This is an optimization exercise on Yosys and OpenROAD, whose aim is small area, a short achievable clock period and few clock cycles, not a production implementation.
Where RTL was checked, it was by simulation tests only, not by an equivalence proof against the original.
Power and IR drop assume default switching activity.

Design alu, start of the top module:
module alu(
    input logic clk,
    input logic rst,
    input logic in_alu,
    input logic[31:0] operand1,
    input logic[31:0] operand2,
    input logic [5:0]operation,
    input logic[5:0]op,
    input logic [4:0]shamt,
    output logic[31:0] result,
    output logic out_alu
);
Size in the first run: roughly 2400 cells after synthesis, roughly 78 flip-flops, ~120 I/O pins, roughly 14000 µm² of cells after synthesis.
Settings: LEC_CHECK=0, ABC_AREA=1, CAP_MARGIN=20, CORE_MARGIN=2, CORE_UTILIZATION=40, PLACE_DENSITY=0.6, SLEW_MARGIN=20; clock period 11.0 ns.
standard.sh (not shown) runs the stock make flow with config.mk's settings and CLKGATE_MAP_FILE= SYNTH_SCRIPT=/design/flow/synth_recipe.tcl, a recipe that flattens the netlist after the stock synthesis.
==> flow/flow/run.sh <==
#!/bin/bash
export BUFFER_PORTS_ARGS="-buffer_cell sky130_fd_sc_hd__buf_1"
export SETUP_SLACK_MARGIN=5.5
bash standard.sh > standard.log 2>&1
The starting point produced a clean layout.
Testbench counts at the start, summed over its fixed seeds: cycles 4,604.
Then changed:
--- a/flow/design.v
+++ b/flow/design.v
@@ -70,12 +70,13 @@
 wire [7:0] sgb = sign_groups(B);
 wire [7:0] tga = top_group(A, sga);
 wire [7:0] tgb = top_group(B, sgb);
 wire       swp_n = |(sga & ~sgb);     
 wire [2:0] t0 = swp_n ? tga[7:5] : tgb[7:5];
 wire [4:0] bd0 = swp_n ? tga[4:0] : tgb[4:0];
+wire       mul_zero = ~(|A) | ~(|B);
 wire [31:0] dsrc  = swp ? A : B;
 wire [31:0] mcand = rem;
 function automatic [32:0] booth_pp(input [2:0] d, input [31:0] a);
     logic one, two, neg;
     logic [31:0] m;
     one = d[1] ^ d[0];
@@ -148,14 +149,14 @@
     case (st)
     ST_IDLE: begin
         out_n = 1'b1;
         if (op_cmp) res_n = {31'd0, cmp_bit};
         else if (op_mul) begin
             res_n = 32'd0;
-            out_n = 1'b0;
-            st_n = ST_MUL;
+            out_n = mul_zero;
+            st_n = mul_zero ? ST_IDLE : ST_MUL;
             cnt_n = {2'b00, t0};
         end else if (op_div) begin
             res_n = 32'd0;
             out_n = lt;
             st_n = lt ? ST_IDLE : ST_DINIT;
             cnt_n = sdiff[4:0];
Hold slack got worse by 47 ps.
Critical path depth shrinks by 10.
Clock skew grows by 6.2 ps.
Cell count grows slightly.
Die area barely changes.
Area after synthesis stays flat.
Global-route usage grows by 1.2 points.
Power shrinks by a little under a tenth.
Count of clock-buffer cells in the layout shrinks by 2.
Register-to-register slack got worse by 260 ps.
Routed wire length grows by a few percent.
Clock power shrinks by a few percent.
Combinational power shrinks by roughly a tenth.
Function not checked in the second run of this note: the RTL went through the layout flow alone.

* * *

## amber
The RTL this note starts from:
==> flow/design.v <==
module alu(
    input logic clk,
    input logic rst,
    input logic in_alu,
    input logic[31:0] operand1,
    input logic[31:0] operand2,
    input logic [5:0]operation,
    input logic[5:0]op,
    input logic [4:0]shamt,
    output logic[31:0] result,
    output logic out_alu
);
localparam logic [1:0] ST_IDLE = 2'd0, ST_MUL = 2'd1, ST_DINIT = 2'd2, ST_DIV = 2'd3;
logic [1:0]  st;
logic [4:0]  cnt;
logic [31:0] rem;      
logic [4:0]  bdr;      
logic        swp;      
wire [31:0] A = operand1;
wire [31:0] B = operand2;
wire [3:0]  oc = operation[3:0];
wire op_add = (oc == 4'd13);
wire op_sub = (oc == 4'd1);
wire op_lt  = (oc == 4'd4);
wire op_gt  = (oc == 4'd5);
wire op_eq  = (oc == 4'd6);
wire op_sll = (oc == 4'd2);
wire op_srl = (oc == 4'd3);
wire op_sra = (oc == 4'd7);
wire op_rol = (oc == 4'd8) | (oc == 4'd10);
wire op_ror = (oc == 4'd9);
wire op_mul = (oc == 4'd11);
wire op_div = (oc == 4'd12);
wire op_cmp = op_lt | op_gt | op_eq;
wire idle    = (st == ST_IDLE);
wire s_mul   = (st == ST_MUL);
wire s_dinit = (st == ST_DINIT);
wire s_div   = (st == ST_DIV);
function automatic [7:0] sign_groups(input [31:0] x);
    logic z, o;
    z = ~x[31];
    o = x[31];
    sign_groups[7] = 1'b1;
    for (int g = 6; g >= 0; g--) begin
        z = z & ~(|x[4*g+3 +: 4]);
        o = o & (&x[4*g+3 +: 4]);
        sign_groups[g] = z | o;
    end
endfunction
function automatic [4:0] group_bits(input [31:0] x, input [2:0] g);
    logic [32:0] xe;
    xe = {x, 1'b0};
    group_bits = xe[{g, 2'b00} +: 5];
endfunction
function automatic [7:0] top_group(input [31:0] x, input [7:0] sgn);
    logic [32:0] xe;
    logic [4:0] b;
    logic [2:0] t;
    xe = {x, 1'b0};
    b = 5'd0;
    t = 3'd0;
    for (int g = 0; g < 8; g++)
        if (sgn[g] & ((g == 0) | ~sgn[(g == 0) ? 0 : g-1])) begin
            b = b | xe[4*g +: 5];
            t = t | g[2:0];
        end
    top_group = {t, b};
endfunction
wire [7:0] sga = sign_groups(A);
wire [7:0] sgb = sign_groups(B);
wire [7:0] tga = top_group(A, sga);
wire [7:0] tgb = top_group(B, sgb);
wire       swp_n = |(sga & ~sgb);     
wire [2:0] t0 = swp_n ? tga[7:5] : tgb[7:5];
wire [4:0] bd0 = swp_n ? tga[4:0] : tgb[4:0];
wire       mul_zero = ~(|A) | ~(|B);
wire [31:0] dsrc  = swp ? A : B;
wire [31:0] mcand = rem;
function automatic [32:0] booth_pp(input [2:0] d, input [31:0] a);
    logic one, two, neg;
    logic [31:0] m;
    one = d[1] ^ d[0];
    two = (d[2] & ~d[1] & ~d[0]) | (~d[2] & d[1] & d[0]);
    neg = d[2];
    m = one ? a : (two ? {a[30:0], 1'b0} : 32'd0);
    booth_pp = {neg, m ^ {32{neg}}};
endfunction
wire [32:0] pplo = booth_pp(bdr[2:0], mcand);
wire [32:0] pphi = booth_pp(bdr[4:2], mcand);
wire [31:0] mx = {result[27:0], 1'b0, pphi[32], 1'b0, pplo[32]};
wire [31:0] my = pplo[31:0];
wire [31:0] mz = {pphi[29:0], 2'b00};
wire [31:0] csa_s = mx ^ my ^ mz;
wire [31:0] csa_c = {(mx[30:0] & my[30:0]) | (mx[30:0] & mz[30:0]) | (my[30:0] & mz[30:0]), 1'b0};
wire do_sub = s_div ? ~rem[31] : (~s_mul & ~op_add);
wire [31:0] ax = s_mul ? csa_s : (s_div ? {rem[30:0], result[31]} : A);
wire [31:0] ay = s_mul ? csa_c : (B ^ {32{do_sub}});
wire [31:0] pp = ax ^ ay;
wire [31:0] gg = ax & ay;
logic [31:0] pg [0:5];
logic [31:0] gl [0:5];
assign gl[0] = {gg[31:1], gg[0] | (pp[0] & do_sub)};
assign pg[0] = {pp[31:1], 1'b0};
genvar lv, bi;
generate for (lv = 0; lv < 5; lv++) begin : g_lv
    for (bi = 0; bi < 32; bi++) begin : g_bi
        if (((bi >> lv) & 1) == 1) begin : g_op
            localparam integer J = ((bi >> lv) << lv) - 1;
            assign gl[lv+1][bi] = gl[lv][bi] | (pg[lv][bi] & gl[lv][J]);
            assign pg[lv+1][bi] = pg[lv][bi] & pg[lv][J];
        end else begin : g_pass
            assign gl[lv+1][bi] = gl[lv][bi];
            assign pg[lv+1][bi] = pg[lv][bi];
        end
    end
end endgenerate
wire [32:0] asum = {gl[5][31], pp ^ {gl[5][30:0], do_sub}};
wire borrow = ~asum[32];             
wire eq = &pp;                       
wire lt = borrow;
wire gt = ~borrow & ~eq;
wire cmp_bit = (op_lt & lt) | (op_gt & gt) | (op_eq & eq);
wire left = s_dinit | op_sll | op_rol;
wire [4:0] samt = s_dinit ? ~cnt : shamt;
wire [4:0] n = left ? (~samt + 5'd1) : samt;
wire [63:0] rr = {A, A} >> n;
wire [31:0] rot = rr[31:0];
logic [31:0] m;
genvar gj;
generate for (gj = 0; gj < 32; gj++) begin : g_mask
    assign m[gj] = left ? (5'(gj) >= samt) : ((6'(gj) + {1'b0, samt}) <= 6'd31);
end endgenerate
wire is_rot = op_rol | op_ror;
wire [31:0] shv = is_rot ? rot : ((rot & m) | (~m & {32{op_sra & A[31]}}));
function automatic [4:0] lead_pos(input [31:0] x);
    logic [15:0] v1; logic [15:0] p1;
    logic [7:0]  v2; logic [15:0] p2;
    logic [3:0]  v3; logic [11:0] p3;
    logic [1:0]  v4; logic [7:0]  p4;
    for (int i = 0; i < 16; i++) begin
        v1[i] = x[2*i+1] | x[2*i];
        p1[i] = x[2*i+1];
    end
    for (int i = 0; i < 8; i++) begin
        v2[i] = v1[2*i+1] | v1[2*i];
        p2[2*i +: 2] = v1[2*i+1] ? {1'b1, p1[2*i+1]} : {1'b0, p1[2*i]};
    end
    for (int i = 0; i < 4; i++) begin
        v3[i] = v2[2*i+1] | v2[2*i];
        p3[3*i +: 3] = v2[2*i+1] ? {1'b1, p2[2*(2*i+1) +: 2]} : {1'b0, p2[2*(2*i) +: 2]};
    end
    for (int i = 0; i < 2; i++) begin
        v4[i] = v3[2*i+1] | v3[2*i];
        p4[4*i +: 4] = v3[2*i+1] ? {1'b1, p3[3*(2*i+1) +: 3]} : {1'b0, p3[3*(2*i) +: 3]};
    end
    lead_pos = v4[1] ? {1'b1, p4[7:4]} : {1'b0, p4[3:0]};
endfunction
wire [4:0] sdiff = lead_pos(A) - lead_pos(B);
logic [31:0] res_n;
logic        out_n;
logic [1:0]  st_n;
logic [4:0]  cnt_n;
always_comb begin
    res_n = asum[31:0];
    out_n = 1'b0;
    st_n  = st;
    cnt_n = cnt - 5'd1;
    case (st)
    ST_IDLE: begin
        out_n = 1'b1;
        if (op_cmp) res_n = {31'd0, cmp_bit};
        else if (op_mul) begin
            res_n = 32'd0;
            out_n = mul_zero;
            st_n = mul_zero ? ST_IDLE : ST_MUL;
            cnt_n = {2'b00, t0};
        end else if (op_div) begin
            res_n = {31'd0, ~lt};
            out_n = lt | (sdiff == 5'd0);
            st_n = out_n ? ST_IDLE : ST_DINIT;
            cnt_n = sdiff[4:0];
        end else if (!(op_add | op_sub)) res_n = shv;
    end
    ST_MUL: begin
        if (cnt[2:0] == 3'd0) begin
            out_n = 1'b1;
            st_n = ST_IDLE;
        end
    end
    ST_DINIT: begin
        res_n = shv;           
        cnt_n = cnt;
        st_n = ST_DIV;
    end
    default: begin
        res_n = {result[30:0], ~asum[31]};
        if (cnt == 5'd0) begin
            out_n = 1'b1;
            st_n = ST_IDLE;
        end
    end
    endcase
end
always_ff @(posedge clk) begin
    result <= res_n;
    cnt <= cnt_n;
    if (idle)         rem <= swp_n ? B : A;
    else if (s_dinit) rem <= rot & ~m;
    else if (s_div)   rem <= asum[31:0];
    bdr <= idle ? bd0 : group_bits(dsrc, cnt[2:0] - 3'd1);
    swp <= idle ? swp_n : swp;
    if (rst | ~in_alu) begin
        st <= ST_IDLE;
        out_alu <= 1'b0;
    end else begin
        st <= st_n;
        out_alu <= out_n;
    end
end
endmodule
==> flow/config.mk <==
export PLATFORM = sky130hd
export DESIGN_NAME = alu
export DESIGN_NICKNAME = alu
export VERILOG_FILES = /design/flow/design.v
export SDC_FILE = /design/flow/constraint.sdc
export NUM_CORES = 4
export LEC_CHECK = 0
export ABC_AREA = 1
export CAP_MARGIN = 20
export CORE_MARGIN = 2
export CORE_UTILIZATION = 45
export GPL_ROUTABILITY_DRIVEN = 0
export PLACE_DENSITY = 0.6
export SLEW_MARGIN = 20
==> flow/constraint.sdc <==
create_clock -name core_clock -period 11.0 [get_ports {clk}]
set_input_delay 2.2000 -clock core_clock [delete_from_list [all_inputs] [get_ports {clk}]]
set_output_delay 2.2000 -clock core_clock [all_outputs]
set_load 0.01 [all_outputs]
Scripts as last shown in full above: flow/flow/run.sh
Testbench counts of amber, summed over its fixed seeds: cycles 4,436.
diff inputs: amber => delta
--- a/flow/design.v
+++ b/flow/design.v
@@ -74,5 +74,4 @@
 wire [2:0] t0 = swp_n ? tga[7:5] : tgb[7:5];
 wire [4:0] bd0 = swp_n ? tga[4:0] : tgb[4:0];
-wire       mul_zero = ~(|A) | ~(|B);
 wire [31:0] dsrc  = swp ? A : B;
 wire [31:0] mcand = rem;
@@ -133,28 +132,9 @@
 wire is_rot = op_rol | op_ror;
 wire [31:0] shv = is_rot ? rot : ((rot & m) | (~m & {32{op_sra & A[31]}}));
-function automatic [4:0] lead_pos(input [31:0] x);
-    logic [15:0] v1; logic [15:0] p1;
-    logic [7:0]  v2; logic [15:0] p2;
-    logic [3:0]  v3; logic [11:0] p3;
-    logic [1:0]  v4; logic [7:0]  p4;
-    for (int i = 0; i < 16; i++) begin
-        v1[i] = x[2*i+1] | x[2*i];
-        p1[i] = x[2*i+1];
-    end
-    for (int i = 0; i < 8; i++) begin
-        v2[i] = v1[2*i+1] | v1[2*i];
-        p2[2*i +: 2] = v1[2*i+1] ? {1'b1, p1[2*i+1]} : {1'b0, p1[2*i]};
-    end
-    for (int i = 0; i < 4; i++) begin
-        v3[i] = v2[2*i+1] | v2[2*i];
-        p3[3*i +: 3] = v2[2*i+1] ? {1'b1, p2[2*(2*i+1) +: 2]} : {1'b0, p2[2*(2*i) +: 2]};
-    end
-    for (int i = 0; i < 2; i++) begin
-        v4[i] = v3[2*i+1] | v3[2*i];
-        p4[4*i +: 4] = v3[2*i+1] ? {1'b1, p3[3*(2*i+1) +: 3]} : {1'b0, p3[3*(2*i) +: 3]};
-    end
-    lead_pos = v4[1] ? {1'b1, p4[7:4]} : {1'b0, p4[3:0]};
-endfunction
-wire [4:0] sdiff = lead_pos(A) - lead_pos(B);
+function automatic [5:0] bitlen(input [31:0] x);
+    bitlen = 6'd0;
+    for (int j = 0; j < 32; j++) if (x[j]) bitlen = j[5:0] + 6'd1;
+endfunction
+wire [5:0] sdiff = bitlen(A) - bitlen(B);
 logic [31:0] res_n;
 logic        out_n;
@@ -172,11 +152,11 @@
         else if (op_mul) begin
             res_n = 32'd0;
-            out_n = mul_zero;
-            st_n = mul_zero ? ST_IDLE : ST_MUL;
+            out_n = 1'b0;
+            st_n = ST_MUL;
             cnt_n = {2'b00, t0};
         end else if (op_div) begin
-            res_n = {31'd0, ~lt};
-            out_n = lt | (sdiff == 5'd0);
-            st_n = out_n ? ST_IDLE : ST_DINIT;
+            res_n = 32'd0;
+            out_n = lt;
+            st_n = lt ? ST_IDLE : ST_DINIT;
             cnt_n = sdiff[4:0];
         end else if (!(op_add | op_sub)) res_n = shv;
## What came out
[delta] count of plain and timing-repair buffers rose about 17% relative to amber. delta vs amber, clock buffer instance count of the final layout went up by 2. In delta, logic gate share of total power is lower than in amber. Between delta and amber, the number of buffers added by the clock tree synthesis step figures differ only marginally. Looking at amber and delta, the top achievable clock speed is a wash. delta: flow completed, timing, DRC and antenna clean. amber: PASS, flow complete, no timing, DRC or antenna violations. Setup slack sits higher in delta than in amber. Compare amber and delta | net switching power of the design lower: delta.
Testbench counts of delta, summed over its fixed seeds: cycles 4,604.

* * *

RTL: the design.v shown in full above, as it stands there.
Settings: LEC_CHECK=0, ABC_AREA=1, CAP_MARGIN=20, CORE_MARGIN=2, CORE_UTILIZATION=40, PLACE_DENSITY=0.6, SLEW_MARGIN=20; clock period 11.0 ns.
Scripts as last shown in full above: flow/flow/run.sh
Testbench counts at the start, summed over its fixed seeds: cycles 4,436.
Edit:
--- a/flow/design.v
+++ b/flow/design.v
@@ -70,13 +70,12 @@
 wire [7:0] sgb = sign_groups(B);
 wire [7:0] tga = top_group(A, sga);
 wire [7:0] tgb = top_group(B, sgb);
 wire       swp_n = |(sga & ~sgb);     
 wire [2:0] t0 = swp_n ? tga[7:5] : tgb[7:5];
 wire [4:0] bd0 = swp_n ? tga[4:0] : tgb[4:0];
-wire       mul_zero = ~(|A) | ~(|B);
 wire [31:0] dsrc  = swp ? A : B;
 wire [31:0] mcand = rem;
 function automatic [32:0] booth_pp(input [2:0] d, input [31:0] a);
     logic one, two, neg;
     logic [31:0] m;
     one = d[1] ^ d[0];
@@ -168,19 +167,19 @@
     case (st)
     ST_IDLE: begin
         out_n = 1'b1;
         if (op_cmp) res_n = {31'd0, cmp_bit};
         else if (op_mul) begin
             res_n = 32'd0;
-            out_n = mul_zero;
-            st_n = mul_zero ? ST_IDLE : ST_MUL;
+            out_n = 1'b0;
+            st_n = ST_MUL;
             cnt_n = {2'b00, t0};
         end else if (op_div) begin
-            res_n = {31'd0, ~lt};
-            out_n = lt | (sdiff == 5'd0);
-            st_n = out_n ? ST_IDLE : ST_DINIT;
+            res_n = 32'd0;
+            out_n = lt;
+            st_n = lt ? ST_IDLE : ST_DINIT;
             cnt_n = sdiff[4:0];
         end else if (!(op_add | op_sub)) res_n = shv;
     end
     ST_MUL: begin
         if (cnt[2:0] == 3'd0) begin
             out_n = 1'b1;
After rerunning: Worst setup slack gets better by 0.080 ns; synthesized area stays flat; count of clock-buffer cells in the layout went up by 3; first-iteration DRC count went up by about 0.4%; routed wire length hardly moves.
Function not checked in the second run of this note: the RTL went through the layout flow alone.

## what the ideal ports hide
The results above use ideal ports. As a check the final layouts listed here were re-extracted and re-timed, cells and wires unchanged. Step 1: set_driving_cell puts a clkbuf_16 on clk and a buf_2 on each other input, an assumption about the parent block. Step 2 times the ports against the registers' clock, not the clock port: input delays grow and output delays shrink by t, the midpoint of the rising clock arrivals with the driver on. Slacks: ideal / step 1 / step 2; pairs: ideal / step 1.
run | shift t [ns] | slack for setup (ns) | hold slack, ns | worst setup path after step 2 | clock arrival spread, ns
the first run of note 1 | 0.404 | 5.486 / 5.496 / 5.092 | 0.532 / 0.532 / 0.532 | input to register | 0.010 / 0.010
the second run of note 1 | 0.425 | 5.284 / 5.279 / 4.854 | 0.485 / 0.485 / 0.485 | input to register | 0.016 / 0.017
amber | 0.431 | 5.503 / 5.489 / 5.058 | 0.512 / 0.512 / 0.512 | input to register | 0.013 / 0.013
delta | 0.414 | 5.507 / 5.506 / 5.092 | 0.499 / 0.499 / 0.499 | input to register | 0.009 / 0.008
the first run of note 3 | 0.418 | 5.405 / 5.397 / 4.978 | 0.530 / 0.530 / 0.530 | input to register | 0.015 / 0.015
the second run of note 3 | 0.429 | 5.485 / 5.493 / 5.064 | 0.476 / 0.476 / 0.476 | input to register | 0.017 / 0.017
After both steps setup and hold are still met in every run listed. For amber, which loses most, drivers alone change the setup slack by -0.014 ns; drivers and shift together by -0.445 ns.
